Source: an optimization exercise on an open RTL-to-GDS flow (aim: small area). Production flows keep margins and buffers that such runs may drop.
The RTL was checked by simulation tests, not by an equivalence proof against the original design.
Power and IR drop assume default switching activity.

==> design.v <==
module median (
    input         clk,
    input         rst_n,
    input  [31:0] word0,
    input  [31:0] word1,
    input  [31:0] word2,
    output [7:0]  pixel1,
    output [7:0]  pixel2,
    output [7:0]  pixel3,
    output [7:0]  pixel4,
    output [9:0]  raddr_a,
    output [9:0]  raddr_b,
    output [9:0]  raddr_c,
    output [9:0]  waddr
);
    function gt8;
        input [7:0] a;
        input [7:0] b;
        integer i;
        reg g;
        begin
            g = 1'b0;
            for (i = 0; i < 8; i = i + 1)
                g = (a[i] & ~b[i]) | (~(a[i] ^ b[i]) & g);
            gt8 = g;
        end
    endfunction
    wire [7:0] b0_0 = word0[7:0],   b0_1 = word1[7:0],   b0_2 = word2[7:0];
    wire [7:0] b1_0 = word0[15:8],  b1_1 = word1[15:8],  b1_2 = word2[15:8];
    wire [7:0] b2_0 = word0[23:16], b2_1 = word1[23:16], b2_2 = word2[23:16];
    wire [7:0] b3_0 = word0[31:24], b3_1 = word1[31:24], b3_2 = word2[31:24];
    wire [7:0] c0l, c0m, c0h, c1l, c1m, c1h, c2l, c2m, c2h, c3l, c3m, c3h;
    sort3 s0 (.a(b0_0), .b(b0_1), .c(b0_2), .lo(c0l), .mid(c0m), .hi(c0h));
    sort3 s1 (.a(b1_0), .b(b1_1), .c(b1_2), .lo(c1l), .mid(c1m), .hi(c1h));
    sort3 s2 (.a(b2_0), .b(b2_1), .c(b2_2), .lo(c2l), .mid(c2m), .hi(c2h));
    sort3 s3 (.a(b3_0), .b(b3_1), .c(b3_2), .lo(c3l), .mid(c3m), .hi(c3h));
    reg [7:0] r0l, r0m, r0h, r1l, r1m, r1h;
    always @(posedge clk or negedge rst_n) begin
        if (!rst_n) begin
            r0l <= 8'd0; r0m <= 8'd0; r0h <= 8'd0;
            r1l <= 8'd0; r1m <= 8'd0; r1h <= 8'd0;
        end else begin
            r0l <= c0l; r0m <= c0m; r0h <= c0h;
            r1l <= c1l; r1m <= c1m; r1h <= c1h;
        end
    end
    wire [7:0] pa_l, pa_h, pa_ml, pa_mh;    
    wire [7:0] pb_l, pb_h, pb_ml, pb_mh;    
    pair pa (.al(r0l), .am(r0m), .ah(r0h), .bl(c3l), .bm(c3m), .bh(c3h),
             .l(pa_l), .h(pa_h), .ml(pa_ml), .mh(pa_mh));
    pair pb (.al(c2l), .am(c2m), .ah(c2h), .bl(c1l), .bm(c1m), .bh(c1h),
             .l(pb_l), .h(pb_h), .ml(pb_ml), .mh(pb_mh));
    wire [7:0] m1, m2, m3;
    window w4 (.l(pa_l), .h(pa_h), .ml(pa_ml), .mh(pa_mh),
               .cl(r1l), .cm(r1m), .ch(r1h), .med(pixel4));
    window w1 (.l(pa_l), .h(pa_h), .ml(pa_ml), .mh(pa_mh),
               .cl(c2l), .cm(c2m), .ch(c2h), .med(m1));
    window w2 (.l(pb_l), .h(pb_h), .ml(pb_ml), .mh(pb_mh),
               .cl(c3l), .cm(c3m), .ch(c3h), .med(m2));
    window w3 (.l(pb_l), .h(pb_h), .ml(pb_ml), .mh(pb_mh),
               .cl(c0l), .cm(c0m), .ch(c0h), .med(m3));
    reg [7:0] p1_q, p2_q, p3_q;
    always @(posedge clk or negedge rst_n) begin
        if (!rst_n) begin
            p1_q <= 8'd0; p2_q <= 8'd0; p3_q <= 8'd0;
        end else begin
            p1_q <= m1; p2_q <= m2; p3_q <= m3;
        end
    end
    assign pixel1 = p1_q;
    assign pixel2 = p2_q;
    assign pixel3 = p3_q;
    reg [9:0] rc;
    reg [2:0] col_hi;
    reg       sa, sb;
    reg [9:0] wa;
    wire nib  = &rc[3:0];
    wire wrap = nib & col_hi[2];           
    wire valid = wa[0] ^ rc[0];
    always @(posedge clk or negedge rst_n) begin
        if (!rst_n) begin
            rc     <= 10'd0;
            col_hi <= 3'd0;
            sa     <= 1'b0;
            sb     <= 1'b0;
            wa     <= 10'd0;
        end else begin
            rc[3:0] <= rc[3:0] + 4'd1;
            if (nib)
                rc[9:4] <= rc[9:4] + ((wrap & ~sb) ? 6'd60 : 6'd1);
            if (nib)
                col_hi <= wrap ? 3'd0 : col_hi + 3'd1;
            if (wrap) begin
                sa <= ~sb;
                sb <= sa & ~sb;
            end
            if (valid)
                wa <= wa + 10'd1;
        end
    end
    assign raddr_c = rc;
    assign raddr_a = {rc[9:4] + {3'b000, sa, 1'b0, sa}, rc[3:0]};
    assign raddr_b = {rc[9:4] + {3'b000, sb, 1'b0, sb}, rc[3:0]};
    assign waddr   = wa;
endmodule
module sort3 (
    input  [7:0] a,
    input  [7:0] b,
    input  [7:0] c,
    output [7:0] lo,
    output [7:0] mid,
    output [7:0] hi
);
    function gt8;
        input [7:0] x;
        input [7:0] y;
        integer i;
        reg g;
        begin
            g = 1'b0;
            for (i = 0; i < 8; i = i + 1)
                g = (x[i] & ~y[i]) | (~(x[i] ^ y[i]) & g);
            gt8 = g;
        end
    endfunction
    wire ab = gt8(a, b);
    wire bc = gt8(b, c);
    wire ac = gt8(a, c);
    assign mid = (ab == bc) ? b : ((ab == ac) ? c : a);
    assign lo  = ab ? (bc ? c : b) : (ac ? c : a);
    assign hi  = ab ? (ac ? a : c) : (bc ? b : c);
endmodule
module pair (
    input  [7:0] al, am, ah,
    input  [7:0] bl, bm, bh,
    output [7:0] l,       
    output [7:0] h,       
    output [7:0] ml,      
    output [7:0] mh       
);
    function gt8;
        input [7:0] x;
        input [7:0] y;
        integer i;
        reg g;
        begin
            g = 1'b0;
            for (i = 0; i < 8; i = i + 1)
                g = (x[i] & ~y[i]) | (~(x[i] ^ y[i]) & g);
            gt8 = g;
        end
    endfunction
    wire gl = gt8(al, bl);
    wire gh = gt8(ah, bh);
    wire gm = gt8(am, bm);
    assign l  = gl ? al : bl;
    assign h  = gh ? bh : ah;
    assign ml = gm ? bm : am;
    assign mh = gm ? am : bm;
endmodule
module window (
    input  [7:0] l, h, ml, mh,
    input  [7:0] cl, cm, ch,
    output [7:0] med
);
    function gt8;
        input [7:0] x;
        input [7:0] y;
        integer i;
        reg g;
        begin
            g = 1'b0;
            for (i = 0; i < 8; i = i + 1)
                g = (x[i] & ~y[i]) | (~(x[i] ^ y[i]) & g);
            gt8 = g;
        end
    endfunction
    wire [7:0] lo  = gt8(cl, l) ? cl : l;
    wire [7:0] hi  = gt8(ch, h) ? h : ch;
    wire [7:0] mid = gt8(ml, cm) ? ml : (gt8(cm, mh) ? mh : cm);
    wire ab = gt8(lo, mid);
    wire bc = gt8(mid, hi);
    wire ac = gt8(lo, hi);
    assign med = (ab == bc) ? mid : ((ab == ac) ? hi : lo);
endmodule
==> run.sh <==
#!/bin/bash
# synth_recipe.tcl (not shown) runs the flow's synth.tcl, then flattens the netlist and writes it again
# the make line also repeats each setting of config.mk as NAME=value (left out here)
make -C /OpenROAD-flow-scripts/flow DESIGN_CONFIG=/design/flow/config.mk WORK_HOME=/design/flow/orfs CLKGATE_MAP_FILE= SYNTH_SCRIPT=/design/flow/synth_recipe.tcl finish
==> config.mk <==
export PLATFORM = sky130hd
export DESIGN_NAME = median
export DESIGN_NICKNAME = median
export VERILOG_FILES = /design/flow/design.v
export SDC_FILE = /design/flow/constraint.sdc
export NUM_CORES = 4
export LEC_CHECK = 0
export CAP_MARGIN = 20
export CORE_MARGIN = 2
export CORE_UTILIZATION = 40
export SLEW_MARGIN = 20
==> constraint.sdc <==
create_clock -name core_clock -period 30.0 [get_ports {clk}]
set_input_delay 6.0000 -clock core_clock [delete_from_list [all_inputs] [get_ports {clk}]]
set_output_delay 6.0000 -clock core_clock [all_outputs]
set_load 0.01 [all_outputs]
==> impl_metrics.toml <==
[outcome]
status = "no timing/DRC/antenna violations"

[die]
dieArea_sq_mm = 0.0424
start_util_pct = 40.7
die_y_microns = 206
core_area_sq_mm = 0.0400
die_w_microns = 206
placementRows = 73
ioPinCount = 170

[cts]
cts_tree = "built"
clockBufferDepth = 2
postCtsSetupBuffers = 0
clock-sinks = 97
cts.clk_slew.worst_paths_ps = 70
cts_root_buffer = "clkbuf_16"
clkLatencyLatePin_ps = 390
ctsHoldBuffers = 0
cts_max_level = 3
ctsResizeCount = 0
cts_buffers = 9

[placement]
globalplace.congestion = 0.952
dp_hpwl_mm = 47.2
port_buffers = 169
dpl.cell_count = 2671

[logic_synthesis]
synth_cell_types = 99
yosys_most_used_dff = "dfrtp_1"
syn_avg_cell_area_sq_um = 8.09
syn_inst = 2016
seq_area_frac_synth_pct = 14.9
ys_async_sr_fraction_pct = 100
synth_fp_nets = 2485
ys_warn_count = 4
ys_ff_latch = 97
syn-cell-area_sq_mm = 0.0163
synth_edf_count = 0

[global_routing]
first_global_vias = 15300
antenna_found_initial = 0
grt_overflow_total = 0
grt_max_degree = 67
grt_pass1_wl_mm = 87.1
track_usage_pct = 26.5

[worst_setup_path]
reg2reg_from = "r0m[2]$_DFF_PN0_"
ff2ff_path_depth = 29
critPathArrivalTime_ps = 16250
critPathLaunchType = "input port"
r2r_slack_ps = 22740
endpoint_kind = "primary output"
crit_path_max_fanout = 17
cp_common_cell = "nor2_1"
critPathMaxStageDelay_ps = 630
cp.required_ps = 24000
criticalPathCategory = "in2out"
crit_path_top_delay_cell = "o32ai_4"
worstReg2RegEnd = "p1_q[2]$_DFF_PN0_"
startpoint = "word1[26]"

[worst_hold_path]
worstHoldPathCells = 1
min_path_type = "reg2reg"
hp-start = "wa[9]$_DFFE_PN0P_"
holdPathEnd = "wa[9]$_DFFE_PN0P_"

[sta]
grt_setup_unrepaired = "false"
setup_viol = 0
max_freq_mhz = 44.9
drv_slew = 0
slew_headroom_pct = 23.3
hold_viol_final = 0
tightest_slew_ps = 1140
fin_crit_sh_pct = 74.2
fin_hold_ws_ps = 471
skew_ps = 11.8
tns_ps = 0
period_needed_ps = 22250

[finish]
synthToLayoutAreaGrowth_pct = 15.6
final_cells = 2686
layout_commonest_cell = "ha_1"
drive_gt1_share_pct = 4.95
antennaDiodeCount = 0
final_cell_mix = "371 x ha_1, 255 x inv_1, 173 x nor2_1, 168 x clkdlybuf4s50_1, 162 x a21oi_1"
final_net_count = 2626
post-route-util_pct = 47.1

[route]
drt-vias-per-instance = 5.90
vias = 15900
totalWireLength_mm = 55.8
drc = 0
drtAntennaViolNets = 0
dr.pass1.iters = 6
wl_per_cell_microns = 20.8
dr.first_iter.drc_count = 1262

[flow_run]
maxCapViolations = 0

[power]
p_leak_nw = 9.36
power.density_mw_per_mm2 = 128
irDropWorstVdd_mv = 0.0909
worst max-delay path: cells and delay by family:
family	cells	cell delay, ps
multiplexers	2	510
AO/OA/AOI/OAI	19	4910
XOR/XNOR	1	250
adder cells (fa/ha/maj)	4	1220
buffers and inverters	6	1850
AND/OR/NAND/NOR	7	1480
cell type report:
cell class                      instances  area (sq um)
Sequential cell                        97          2430
Fill cell                            3919         21200
Inverter                              255           957
Timing Repair Buffer                  181          1780
Tap cell                              525           657
Clock inverter                          6          91.3
Multi-Input combinational cell       1613         12700
Clock buffer                            9           225
registers in the layout, indices dropped and copies added (netlist names):
register,cells
r0h,8
p2_q,8
sa,1
r0l,8
sb,1
wa,10
r1h,8
rc,10
p1_q,8
p3_q,8
r0m,8
col_hi,3
r1m,8
r1l,8
synth_stat cells (14+ instances only):
| master | number | share of area, % |
|---|---|---|
| a2111oi_0 | 16 | 0.86 |
| a211oi_1 | 17 | 0.78 |
| a21o_1 | 45 | 2.1 |
| a21oi_1 | 162 | 5.0 |
| a221oi_1 | 20 | 1.1 |
| a31oi_1 | 44 | 1.7 |
| and3_1 | 14 | 0.54 |
| clkbuf_1 | 39 | 0.90 |
| dfrtp_1 | 97 | 15 |
| ha_1 | 371 | 28 |
| inv_1 | 255 | 5.9 |
| mux2_2 | 24 | 1.7 |
| mux2i_1 | 83 | 5.1 |
| nand2_1 | 130 | 3.0 |
| nand2b_1 | 21 | 0.81 |
| nand3_1 | 45 | 1.4 |
| nor2_1 | 173 | 4.0 |
| nor3_1 | 24 | 0.74 |
| o211ai_1 | 16 | 0.74 |
| o21a_1 | 31 | 1.4 |
| o21ai_0 | 78 | 2.4 |
| o22ai_1 | 36 | 1.4 |
| xnor2_1 | 22 | 1.2 |
cells by family after synthesis:
family | Yosys count | share of synthesized area [%]
DFF | 97 | 14.9
and+or+nand+nor | 487 | 14.0
buffers and inverters | 306 | 7.25
AOI/OAI and AO/OA | 610 | 26.2
adders and majority gates | 371 | 28.5
xor gates and xnor gates | 34 | 1.99
muxes | 111 | 7.20
layer usage:
metal / global-route usage (%) / routed length (microns)
met1: 36.3 / 25200
met2: 44.3 / 25800
met3: 2.40 / 3350
met4: 7.78 / 1450
met5: 0 / 0
where the power goes:
| part | internal [mW] | leakage (nW) | switching, mW |
|---|---|---|---|
| sequential | 0.174 | 1.15 | 0.0205 |
| clock | 0.0731 | 0.156 | 0.0585 |
| combinational | 0.838 | 8.06 | 1.25 |
| total | 1.08 | 9.36 | 1.33 |
per-stage QoR:
step	area, sq um	power [mW]	setup WS, ps
2_1_floorplan	16300	1.61	9920
3_3_place_gp	18500	2.21	7980
3_5_place_dp	18500	2.25	7800
4_1_cts	18800	2.40	7770
5_1_grt	18800	2.66	6930
6_report	18800	2.41	7750
worst max-delay path by stage:
stage	endpoint	slack, ps	depth (start not counted)
floorplan	pixel4[1]	9920	37
global placement	pixel4[1]	7980	39
CTS	pixel4[7]	7770	39
global route	pixel4[7]	6930	39
detailed placement	pixel4[7]	7800	39
finish	pixel4[6]	7750	39

what the ideal ports hide:
The results above use ideal ports. As a check the final layout listed here was re-extracted and re-timed, cells and wires unchanged. Step 1 (the two cells are an assumption about what drives the block):
set clk [get_ports {clk}]
set_driving_cell -lib_cell sky130_fd_sc_hd__clkbuf_16 $clk
set_driving_cell -lib_cell sky130_fd_sc_hd__buf_2 [delete_from_list [all_inputs] $clk]
Step 2 times the ports against the registers' clock, not the clock port: input delays grow and output delays shrink by t, the midpoint of the rising clock arrivals with the driver on. Three values: ideal, step 1, step 2; two values: the first two.
t, ns: 0.430
slack for setup (ns): 7.751 / 7.720 / 7.720
slew at the worst register clock pin (ns): 0.08 / 0.08
After both steps this run still meets setup and hold. For this run, drivers alone change the setup slack by -0.031 ns; drivers and shift together by -0.031 ns.
